Source: an optimization exercise on an open RTL-to-GDS flow (aim: small area, a short achievable clock period and few clock cycles per item). Production flows keep margins and buffers that such runs may drop. In this exercise RTL edits were held to simulation tests only and were not proved equivalent to the original. Power and IR drop assume default switching activity.

==> design.v <==
module matrix_multiplier(
    input logic clk,
    input logic NRST,
    input logic start,
    input logic [7:0] A,
    input logic [7:0 ]B,
    output logic [16:0] out,
    output logic out_strobe
);
   logic busy;
   logic [16:0] s_q, s_d;
   logic [16:1] c_q, c_d;
   logic go, keep;
   wire one1, two2, neg3, bp4, bp5, bp6, bp7, bp8, bp9, bp10, bp11, bp12, one13, two14, neg15, bp16, bp17, bp18, bp19, bp20, bp21, bp22, bp23, bp24, one25, two26, neg27, bp28, bp29, bp30, bp31, bp32, bp33, bp34, bp35, bp36, one37, two38, neg39, bp40, bp41, bp42, bp43, bp44, bp45, bp46, bp47, bp48, m49, sx50, sa51, m52, mc53, sx54, sa55, m56, mc57, sx58, sa59, m60, mc61, sx62, sa63, m64, mc65, sx66, sa67, m68, mc69, sx70, sa71, m72, mc73, sx74, sa75, m76, mc77, sx78, sa79, m80, mc81, sx82, sa83, m84, mc85, sx86, sa87, m88, mc89, sx90, sa91, m92, mc93, sx94, sa95, m96, mc97, sx98, sa99, m100, mc101, sx102, sa103, m104, mc105, sx106, sa107, m108, mc109, sx110, sa111, m112, mc113, s114, c115, s116, c117, s118, c119, s120, c121, s122, c123, s124, c125, s126, c127, s128, c129, s130, c131, s132, c133, s134, c135, s136, c137, s138, c139, s140, c141, s142, c143, s144, c145, s146, c147, s148, c149, s150, c151, s152, c153, s154, c155, s156, c157, s158, c159, s160, c161, s162, c163, s164, c165, s166, c167, s168, c169, s170, c171, s172, c173, s174, c175, s176, c177, s178, c179, s180, c181;
   assign go = start;
   assign keep = busy | ~start;
   assign one1 = go & (B[0] ^ 1'b0);
   assign two2 = go & ((B[1] & ~B[0] & ~1'b0) | (~B[1] & B[0] & 1'b0));
   assign neg3 = go & B[1] & ~(B[0] & 1'b0);
   assign bp4 = ((one1 & A[0]) | (two2 & 1'b0)) ^ neg3;
   assign bp5 = ((one1 & A[1]) | (two2 & A[0])) ^ neg3;
   assign bp6 = ((one1 & A[2]) | (two2 & A[1])) ^ neg3;
   assign bp7 = ((one1 & A[3]) | (two2 & A[2])) ^ neg3;
   assign bp8 = ((one1 & A[4]) | (two2 & A[3])) ^ neg3;
   assign bp9 = ((one1 & A[5]) | (two2 & A[4])) ^ neg3;
   assign bp10 = ((one1 & A[6]) | (two2 & A[5])) ^ neg3;
   assign bp11 = ((one1 & A[7]) | (two2 & A[6])) ^ neg3;
   assign bp12 = go & ~(((one1 & A[7]) | (two2 & A[7])) ^ neg3);
   assign one13 = go & (B[2] ^ B[1]);
   assign two14 = go & ((B[3] & ~B[2] & ~B[1]) | (~B[3] & B[2] & B[1]));
   assign neg15 = go & B[3] & ~(B[2] & B[1]);
   assign bp16 = ((one13 & A[0]) | (two14 & 1'b0)) ^ neg15;
   assign bp17 = ((one13 & A[1]) | (two14 & A[0])) ^ neg15;
   assign bp18 = ((one13 & A[2]) | (two14 & A[1])) ^ neg15;
   assign bp19 = ((one13 & A[3]) | (two14 & A[2])) ^ neg15;
   assign bp20 = ((one13 & A[4]) | (two14 & A[3])) ^ neg15;
   assign bp21 = ((one13 & A[5]) | (two14 & A[4])) ^ neg15;
   assign bp22 = ((one13 & A[6]) | (two14 & A[5])) ^ neg15;
   assign bp23 = ((one13 & A[7]) | (two14 & A[6])) ^ neg15;
   assign bp24 = go & ~(((one13 & A[7]) | (two14 & A[7])) ^ neg15);
   assign one25 = go & (B[4] ^ B[3]);
   assign two26 = go & ((B[5] & ~B[4] & ~B[3]) | (~B[5] & B[4] & B[3]));
   assign neg27 = go & B[5] & ~(B[4] & B[3]);
   assign bp28 = ((one25 & A[0]) | (two26 & 1'b0)) ^ neg27;
   assign bp29 = ((one25 & A[1]) | (two26 & A[0])) ^ neg27;
   assign bp30 = ((one25 & A[2]) | (two26 & A[1])) ^ neg27;
   assign bp31 = ((one25 & A[3]) | (two26 & A[2])) ^ neg27;
   assign bp32 = ((one25 & A[4]) | (two26 & A[3])) ^ neg27;
   assign bp33 = ((one25 & A[5]) | (two26 & A[4])) ^ neg27;
   assign bp34 = ((one25 & A[6]) | (two26 & A[5])) ^ neg27;
   assign bp35 = ((one25 & A[7]) | (two26 & A[6])) ^ neg27;
   assign bp36 = go & ~(((one25 & A[7]) | (two26 & A[7])) ^ neg27);
   assign one37 = go & (B[6] ^ B[5]);
   assign two38 = go & ((B[7] & ~B[6] & ~B[5]) | (~B[7] & B[6] & B[5]));
   assign neg39 = go & B[7] & ~(B[6] & B[5]);
   assign bp40 = ((one37 & A[0]) | (two38 & 1'b0)) ^ neg39;
   assign bp41 = ((one37 & A[1]) | (two38 & A[0])) ^ neg39;
   assign bp42 = ((one37 & A[2]) | (two38 & A[1])) ^ neg39;
   assign bp43 = ((one37 & A[3]) | (two38 & A[2])) ^ neg39;
   assign bp44 = ((one37 & A[4]) | (two38 & A[3])) ^ neg39;
   assign bp45 = ((one37 & A[5]) | (two38 & A[4])) ^ neg39;
   assign bp46 = ((one37 & A[6]) | (two38 & A[5])) ^ neg39;
   assign bp47 = ((one37 & A[7]) | (two38 & A[6])) ^ neg39;
   assign bp48 = go & ~(((one37 & A[7]) | (two38 & A[7])) ^ neg39);
   assign m49 = keep & s_q[0];
   assign sx50 = s_q[1] ^ c_q[1];
   assign sa51 = s_q[1] & c_q[1];
   assign m52 = bp5 ^ (keep & sx50);
   assign mc53 = keep & (sa51 | (bp5 & sx50));
   assign sx54 = s_q[2] ^ c_q[2];
   assign sa55 = s_q[2] & c_q[2];
   assign m56 = neg15 ^ (keep & sx54);
   assign mc57 = keep & (sa55 | (neg15 & sx54));
   assign sx58 = s_q[3] ^ c_q[3];
   assign sa59 = s_q[3] & c_q[3];
   assign m60 = bp7 ^ (keep & sx58);
   assign mc61 = keep & (sa59 | (bp7 & sx58));
   assign sx62 = s_q[4] ^ c_q[4];
   assign sa63 = s_q[4] & c_q[4];
   assign m64 = neg27 ^ (keep & sx62);
   assign mc65 = keep & (sa63 | (neg27 & sx62));
   assign sx66 = s_q[5] ^ c_q[5];
   assign sa67 = s_q[5] & c_q[5];
   assign m68 = bp9 ^ (keep & sx66);
   assign mc69 = keep & (sa67 | (bp9 & sx66));
   assign sx70 = s_q[6] ^ c_q[6];
   assign sa71 = s_q[6] & c_q[6];
   assign m72 = neg39 ^ (keep & sx70);
   assign mc73 = keep & (sa71 | (neg39 & sx70));
   assign sx74 = s_q[7] ^ c_q[7];
   assign sa75 = s_q[7] & c_q[7];
   assign m76 = bp11 ^ (keep & sx74);
   assign mc77 = keep & (sa75 | (bp11 & sx74));
   assign sx78 = s_q[8] ^ c_q[8];
   assign sa79 = s_q[8] & c_q[8];
   assign m80 = go ^ (keep & sx78);
   assign mc81 = keep & (sa79 | (go & sx78));
   assign sx82 = s_q[9] ^ c_q[9];
   assign sa83 = s_q[9] & c_q[9];
   assign m84 = go ^ (keep & sx82);
   assign mc85 = keep & (sa83 | (go & sx82));
   assign sx86 = s_q[10] ^ c_q[10];
   assign sa87 = s_q[10] & c_q[10];
   assign m88 = mc85 ^ (keep & sx86);
   assign mc89 = keep & (sa87 | (mc85 & sx86));
   assign sx90 = s_q[11] ^ c_q[11];
   assign sa91 = s_q[11] & c_q[11];
   assign m92 = go ^ (keep & sx90);
   assign mc93 = keep & (sa91 | (go & sx90));
   assign sx94 = s_q[12] ^ c_q[12];
   assign sa95 = s_q[12] & c_q[12];
   assign m96 = mc93 ^ (keep & sx94);
   assign mc97 = keep & (sa95 | (mc93 & sx94));
   assign sx98 = s_q[13] ^ c_q[13];
   assign sa99 = s_q[13] & c_q[13];
   assign m100 = go ^ (keep & sx98);
   assign mc101 = keep & (sa99 | (go & sx98));
   assign sx102 = s_q[14] ^ c_q[14];
   assign sa103 = s_q[14] & c_q[14];
   assign m104 = mc101 ^ (keep & sx102);
   assign mc105 = keep & (sa103 | (mc101 & sx102));
   assign sx106 = s_q[15] ^ c_q[15];
   assign sa107 = s_q[15] & c_q[15];
   assign m108 = go ^ (keep & sx106);
   assign mc109 = keep & (sa107 | (go & sx106));
   assign sx110 = s_q[16] ^ c_q[16];
   assign sa111 = s_q[16] & c_q[16];
   assign m112 = go ^ (keep & sx110);
   assign mc113 = keep & (sa111 | (go & sx110));
   assign s114 = m49 ^ neg3 ^ bp4;
   assign c115 = (m49 & neg3) | (m49 & bp4) | (neg3 & bp4);
   assign s116 = bp6 ^ bp16 ^ m56;
   assign c117 = (bp6 & bp16) | (bp6 & m56) | (bp16 & m56);
   assign s118 = bp17 ^ mc57 ^ m60;
   assign c119 = (bp17 & mc57) | (bp17 & m60) | (mc57 & m60);
   assign s120 = bp8 ^ bp18 ^ bp28;
   assign c121 = (bp8 & bp18) | (bp8 & bp28) | (bp18 & bp28);
   assign s122 = m64 ^ mc61 ^ s120;
   assign c123 = (m64 & mc61) | (m64 & s120) | (mc61 & s120);
   assign s124 = bp19 ^ bp29 ^ mc65;
   assign c125 = (bp19 & bp29) | (bp19 & mc65) | (bp29 & mc65);
   assign s126 = m68 ^ c121 ^ s124;
   assign c127 = (m68 & c121) | (m68 & s124) | (c121 & s124);
   assign s128 = bp10 ^ bp20 ^ bp30;
   assign c129 = (bp10 & bp20) | (bp10 & bp30) | (bp20 & bp30);
   assign s130 = bp40 ^ m72 ^ mc69;
   assign c131 = (bp40 & m72) | (bp40 & mc69) | (m72 & mc69);
   assign s132 = s128 ^ c125 ^ s130;
   assign c133 = (s128 & c125) | (s128 & s130) | (c125 & s130);
   assign s134 = bp21 ^ bp31 ^ bp41;
   assign c135 = (bp21 & bp31) | (bp21 & bp41) | (bp31 & bp41);
   assign s136 = mc73 ^ m76 ^ c129;
   assign c137 = (mc73 & m76) | (mc73 & c129) | (m76 & c129);
   assign s138 = s134 ^ c131 ^ s136;
   assign c139 = (s134 & c131) | (s134 & s136) | (c131 & s136);
   assign s140 = m80 ^ bp22 ^ bp32;
   assign c141 = (m80 & bp22) | (m80 & bp32) | (bp22 & bp32);
   assign s142 = bp42 ^ bp12 ^ mc77;
   assign c143 = (bp42 & bp12) | (bp42 & mc77) | (bp12 & mc77);
   assign s144 = c135 ^ s140 ^ s142;
   assign c145 = (c135 & s140) | (c135 & s142) | (s140 & s142);
   assign s146 = c137 ^ s144;
   assign c147 = c137 & s144;
   assign s148 = mc81 ^ m84 ^ bp23;
   assign c149 = (mc81 & m84) | (mc81 & bp23) | (m84 & bp23);
   assign s150 = bp33 ^ bp43 ^ c141;
   assign c151 = (bp33 & bp43) | (bp33 & c141) | (bp43 & c141);
   assign s152 = s148 ^ c143 ^ s150;
   assign c153 = (s148 & c143) | (s148 & s150) | (c143 & s150);
   assign s154 = c145 ^ s152;
   assign c155 = c145 & s152;
   assign s156 = bp34 ^ bp44 ^ bp24;
   assign c157 = (bp34 & bp44) | (bp34 & bp24) | (bp44 & bp24);
   assign s158 = m88 ^ c149 ^ s156;
   assign c159 = (m88 & c149) | (m88 & s156) | (c149 & s156);
   assign s160 = c151 ^ s158 ^ c153;
   assign c161 = (c151 & s158) | (c151 & c153) | (s158 & c153);
   assign s162 = m92 ^ bp35 ^ bp45;
   assign c163 = (m92 & bp35) | (m92 & bp45) | (bp35 & bp45);
   assign s164 = mc89 ^ c157 ^ s162;
   assign c165 = (mc89 & c157) | (mc89 & s162) | (c157 & s162);
   assign s166 = c159 ^ s164;
   assign c167 = c159 & s164;
   assign s168 = bp46 ^ bp36 ^ m96;
   assign c169 = (bp46 & bp36) | (bp46 & m96) | (bp36 & m96);
   assign s170 = c163 ^ s168 ^ c165;
   assign c171 = (c163 & s168) | (c163 & c165) | (s168 & c165);
   assign s172 = m100 ^ bp47 ^ mc97;
   assign c173 = (m100 & bp47) | (m100 & mc97) | (bp47 & mc97);
   assign s174 = c169 ^ s172;
   assign c175 = c169 & s172;
   assign s176 = bp48 ^ m104 ^ c173;
   assign c177 = (bp48 & m104) | (bp48 & c173) | (m104 & c173);
   assign s178 = m108 ^ mc105;
   assign c179 = m108 & mc105;
   assign s180 = mc109 ^ m112;
   assign c181 = mc109 & m112;
   assign s_d[0] = s114;
   assign s_d[1] = m52;
   assign c_d[1] = c115;
   assign s_d[2] = mc53;
   assign c_d[2] = s116;
   assign s_d[3] = c117;
   assign c_d[3] = s118;
   assign s_d[4] = c119;
   assign c_d[4] = s122;
   assign s_d[5] = c123;
   assign c_d[5] = s126;
   assign s_d[6] = c127;
   assign c_d[6] = s132;
   assign s_d[7] = c133;
   assign c_d[7] = s138;
   assign s_d[8] = c139;
   assign c_d[8] = s146;
   assign s_d[9] = c147;
   assign c_d[9] = s154;
   assign s_d[10] = c155;
   assign c_d[10] = s160;
   assign s_d[11] = s166;
   assign c_d[11] = c161;
   assign s_d[12] = c167;
   assign c_d[12] = s170;
   assign s_d[13] = s174;
   assign c_d[13] = c171;
   assign s_d[14] = c175;
   assign c_d[14] = s176;
   assign s_d[15] = s178;
   assign c_d[15] = c177;
   assign s_d[16] = s180;
   assign c_d[16] = c179;
always_ff @(posedge clk or negedge NRST) begin
    if (NRST == 0) begin
        busy <= 0;
        out_strobe <= 0;
    end else if (start == 1) begin
        busy <= !busy;
        out_strobe <= busy;
    end
end
always_ff @(posedge clk) begin
    s_q <= s_d;
    c_q <= c_d;
end
   assign out = s_q + {c_q, 1'b0};
endmodule
==> flow/run.sh <==
#!/bin/bash
# Own flow: the standard layout (standard.sh, standard synthesis unchanged), with the
# port buffers that buffer_ports inserts made sky130_fd_sc_hd__buf_2 instead of the
# default (a slow delay cell), so every input and output port still gets its buffer.
set -euo pipefail
export BUFFER_PORTS_ARGS="-buffer_cell sky130_fd_sc_hd__buf_2"
bash standard.sh finish > standard_flow.log 2>&1
==> standard.sh <==
#!/bin/bash
# synth_recipe.tcl (not shown) runs the flow's synth.tcl, then flattens the netlist and writes it again
# the make line also repeats each setting of config.mk as NAME=value (left out here)
make -C /OpenROAD-flow-scripts/flow DESIGN_CONFIG=/design/flow/config.mk WORK_HOME=/design/flow/orfs CLKGATE_MAP_FILE= SYNTH_SCRIPT=/design/flow/synth_recipe.tcl "${@:-finish}"
==> config.mk <==
export PLATFORM = sky130hd
export DESIGN_NAME = matrix_multiplier
export DESIGN_NICKNAME = matrix_multiplier
export VERILOG_FILES = /design/flow/design.v
export SDC_FILE = /design/flow/constraint.sdc
export NUM_CORES = 4
export LEC_CHECK = 0
export CAP_MARGIN = 20
export CORE_MARGIN = 2
export CORE_UTILIZATION = 40
export SETUP_SLACK_MARGIN = 4
export SLEW_MARGIN = 20
==> constraint.sdc <==
create_clock -name core_clock -period 8.0 [get_ports {clk}]
set_input_delay 1.6000 -clock core_clock [delete_from_list [all_inputs] [get_ports {clk}]]
set_output_delay 1.6000 -clock core_clock [all_outputs]
set_load 0.01 [all_outputs]
==> run notes <==
flip-flops by register name, indices dropped and copies added (netlist names):
signal      cells
s_q            17
busy            1
c_q            16
out_strobe      1
cell usage after synthesis (4+ instances only):
cell      instances  area (sq um)
xnor2_1          41         359.1
dfxtp_1          33         660.6
nand2_1          31         116.4
a21oi_1          29         145.1
fa_1             28         560.5
inv_1            25         93.84
clkbuf_1         23         86.33
ha_1             23         287.8
a22oi_1          21         157.7
o21ai_0          21         105.1
xor2_1           18         157.7
nor2_1           16         60.06
and2_1           13         81.33
nand2b_1          7         43.79
nor2b_1           7         43.79
buf_2             6         30.03
nand3b_1          5         37.54
a21o_1            4         30.03
path summary, 6_finish.rpt:
| check | from | cells past startpoint | to | slack (ps) |
|---|---|---|---|---|
| worst max-delay path | B[3] | 12 | c_q[10] | 3980 |
| worst min-delay path | out_strobe | 1 | out_strobe | 510 |
| worst max register to register | busy | 10 | c_q[10] | 5130 |
| worst min register to register | out_strobe | 1 | out_strobe | 510 |
| max in group asynchronous | NRST | 1 | busy | 6830 |
| min in group asynchronous | NRST | 1 | out_strobe | 1080 |
routing by layer:
layer | wire length [um] | track usage | vias to the layer above
met1 | 3691 | 0.2430 | 1349
met2 | 4199 | 0.3141 | 39
li1 | - | - | 1380
met4 | 140 | 0.05235 | 0
met3 | 194 | 0.02662 | 9
met5 | 0 | 0 | -
repair_timing:
| item | 4_1_cts | 5_1_grt |
|---|---|---|
| hold buffers | 0 | 0 |
| gates resized for setup | 13 | 15 |
| setup endpoints to repair | 16 | 12 |
| pin swaps | 7 | 10 |
| setup buffers | 8 | 6 |
power breakdown:
group	internal, mW	switching, mW
combinational	0.518	0.710
sequential	0.269	0.0344
clock	0.101	0.0672
total	0.887	0.811
cell families (layout without fill, tap and decap cells):
logic type	Yosys count	in the layout	share of synthesized area
flip-flops	35	35	0.2042
adder cells (fa/ha/maj)	51	51	0.2437
XOR/XNOR	59	59	0.1485
buffers and inverters	58	85	0.06685
AO/OA/AOI/OAI	98	98	0.1948
AND/OR/NAND/NOR	94	94	0.1388
multiplexers	1	1	0.003235
stage by stage:
step,power [mW],util
finish,1.699,0.4677
global route,1.900,0.4677
CTS,1.681,0.4556
detailed placement,1.496,0.4305
global placement,1.460,0.4305
floorplan,1.175,-
layout make-up:
class	instances	area, sq um
clock buffers	6	82.58
clock inverters	2	35.03
fillers	849	4574
inverters	27	101.3
multi-input cells	303	2645
flip-flops and latches	35	710.7
well taps	108	135.1
repair buffers	50	309.0
critical path, delay by kind of cell:
family / cells / cell delay (ps)
XOR/XNOR: 1 / 210
AO/OA/AOI/OAI: 2 / 290
adder cells (fa/ha/maj): 4 / 1420
buffers and inverters: 4 / 270
AND/OR/NAND/NOR: 1 / 380
==> impl_metrics.ini <==
[run_status]
status = timing/DRC/antenna clean

[yosys]
syn_area_sq_um = 3481
ys_async_sr_fraction = 0.05714
syn_avg_cell_area_sq_um = 8.790
synth_ff_type = dfxtp_1
syn-num-nets = 466
ys_seq_area_frac = 0.2042
synth_warnings = 1
synth_cells = 396
synth-seq-cells = 35
ys_types = 46
synth-edff-count = 0

[floorplanning]
initial_core_util = 0.4051
die_x_um = 97.29
rows = 34
die-area_sq_um = 9464
chipHeight_um = 97.29
core-area_sq_um = 8593
ios = 37

[sta]
slew_viol_final = 0
final_hold_viol_count = 0
period_minus_slack_ps = 4016
rsz0062_at_grt = yes
finalCritPeriodShare = 0.5020
finClkSkew_ps = 6.983
worst_pin_slew_ps = 476.1
whs_ps = 513.0
setup_ws_ps = 3984
relSlewSlack = 0.6826
tns_ps = 0
setup_viol = 0
timing.fmax_mhz = 249.0

[detailed_routing]
vias = 2777
viasPerCell = 5.230
firstDrtPassIters = 4
route.detailed.drc = 0
drt_iter0_markers = 135
routed_wl_um = 8225
wl_per_cell_um = 15.49
postRouteAntennaNets = 0

[placement]
port_buffers = 36
hpwl_um = 6309
place_inst = 509
pre_cts_ws_ps = 3279
gp_congestion = 0.8601
dpl_cell_area_sq_um = 3700

[cells_and_area]
antenna_cells = 0
fin_cells = 531
layout.nets = 492
syn2layout_area_growth_pct = 15.46
layout_common_cells = 38 x xnor2_1, 33 x dfxtp_1, 31 x nand2_1, 31 x buf_2, 28 x a21oi_1
final_area_sq_um = 4019
final_layout_size_suffix_gt1_frac = 0.2246
final_common_cell = xnor2_1

[pwr]
powerDensity_nw_per_um2 = 422.6
power.static_leakage_nw = 1.762
ir_drop_mv = 0.1271

[worst_setup_path]
worst_ep_arrival_time_ps = 4180
cp_slowest_cell = fa_1
crit_required_ps = 8170
cpPeakStageDelay_ps = 480
setup.worst_path.end_class = flip-flop
cp_max_fo = 6
startpoint_type = primary input
path_class = in2reg
path_cells = buf_4 -> or3b_4 -> a21boi_4 -> a22oi_2 -> xnor2_2 -> fa_2 -> inv_2 -> fa_1 -> inv_2 -> fa_2 -> inv_1 -> fa_1

[clock_tree]
cts_buffers = 5
cts_tree = yes
cts_root_buf = clkbuf_8
clk_pin_slew_worst_paths_ps = 70
h-tree-depth = 2
clockBufferDepth = 2
clk-insertion-delay-late_ps = 290
cts.sinks = 35

[worst_hold_path]
hold_class = reg2reg

[global_routing]
grt_max_degree = 44
grt_usage = 0.1837
antenna_found_initial = 0
grt_pass1_vias = 2929
grt_overflow = 0
grt_pass1_wl_um = 14140

[job]
drv_cap = 0
Testbench counts, summed over its fixed seeds: cycles 3,200, items 1,600.

==> static timing again, ports no longer ideal <==
In the flow no input, the clock included, has a driving cell. The finished layout below was timed again as built, in two steps. Step 1: set_driving_cell puts a clkbuf_16 on clk and a buf_2 on each other input, an assumption about the parent block. Step 2 adds t to the input delays and takes it off the output delays; t is the mean of the earliest and latest rising clock arrival at the registers after step 1. Input paths then give back, and output paths get back, about the clock's delay inside the block. Three values: ideal, step 1, step 2; two values: the first two.
t (ns): 0.317
setup slack, ns: 3.984 / 3.993 / 3.677
clock arrival spread, ns: 0.007 / 0.007
After both steps this run still meets setup and hold. The setup slack of this run moves by +0.009 ns with the drivers and by -0.307 ns with both steps.
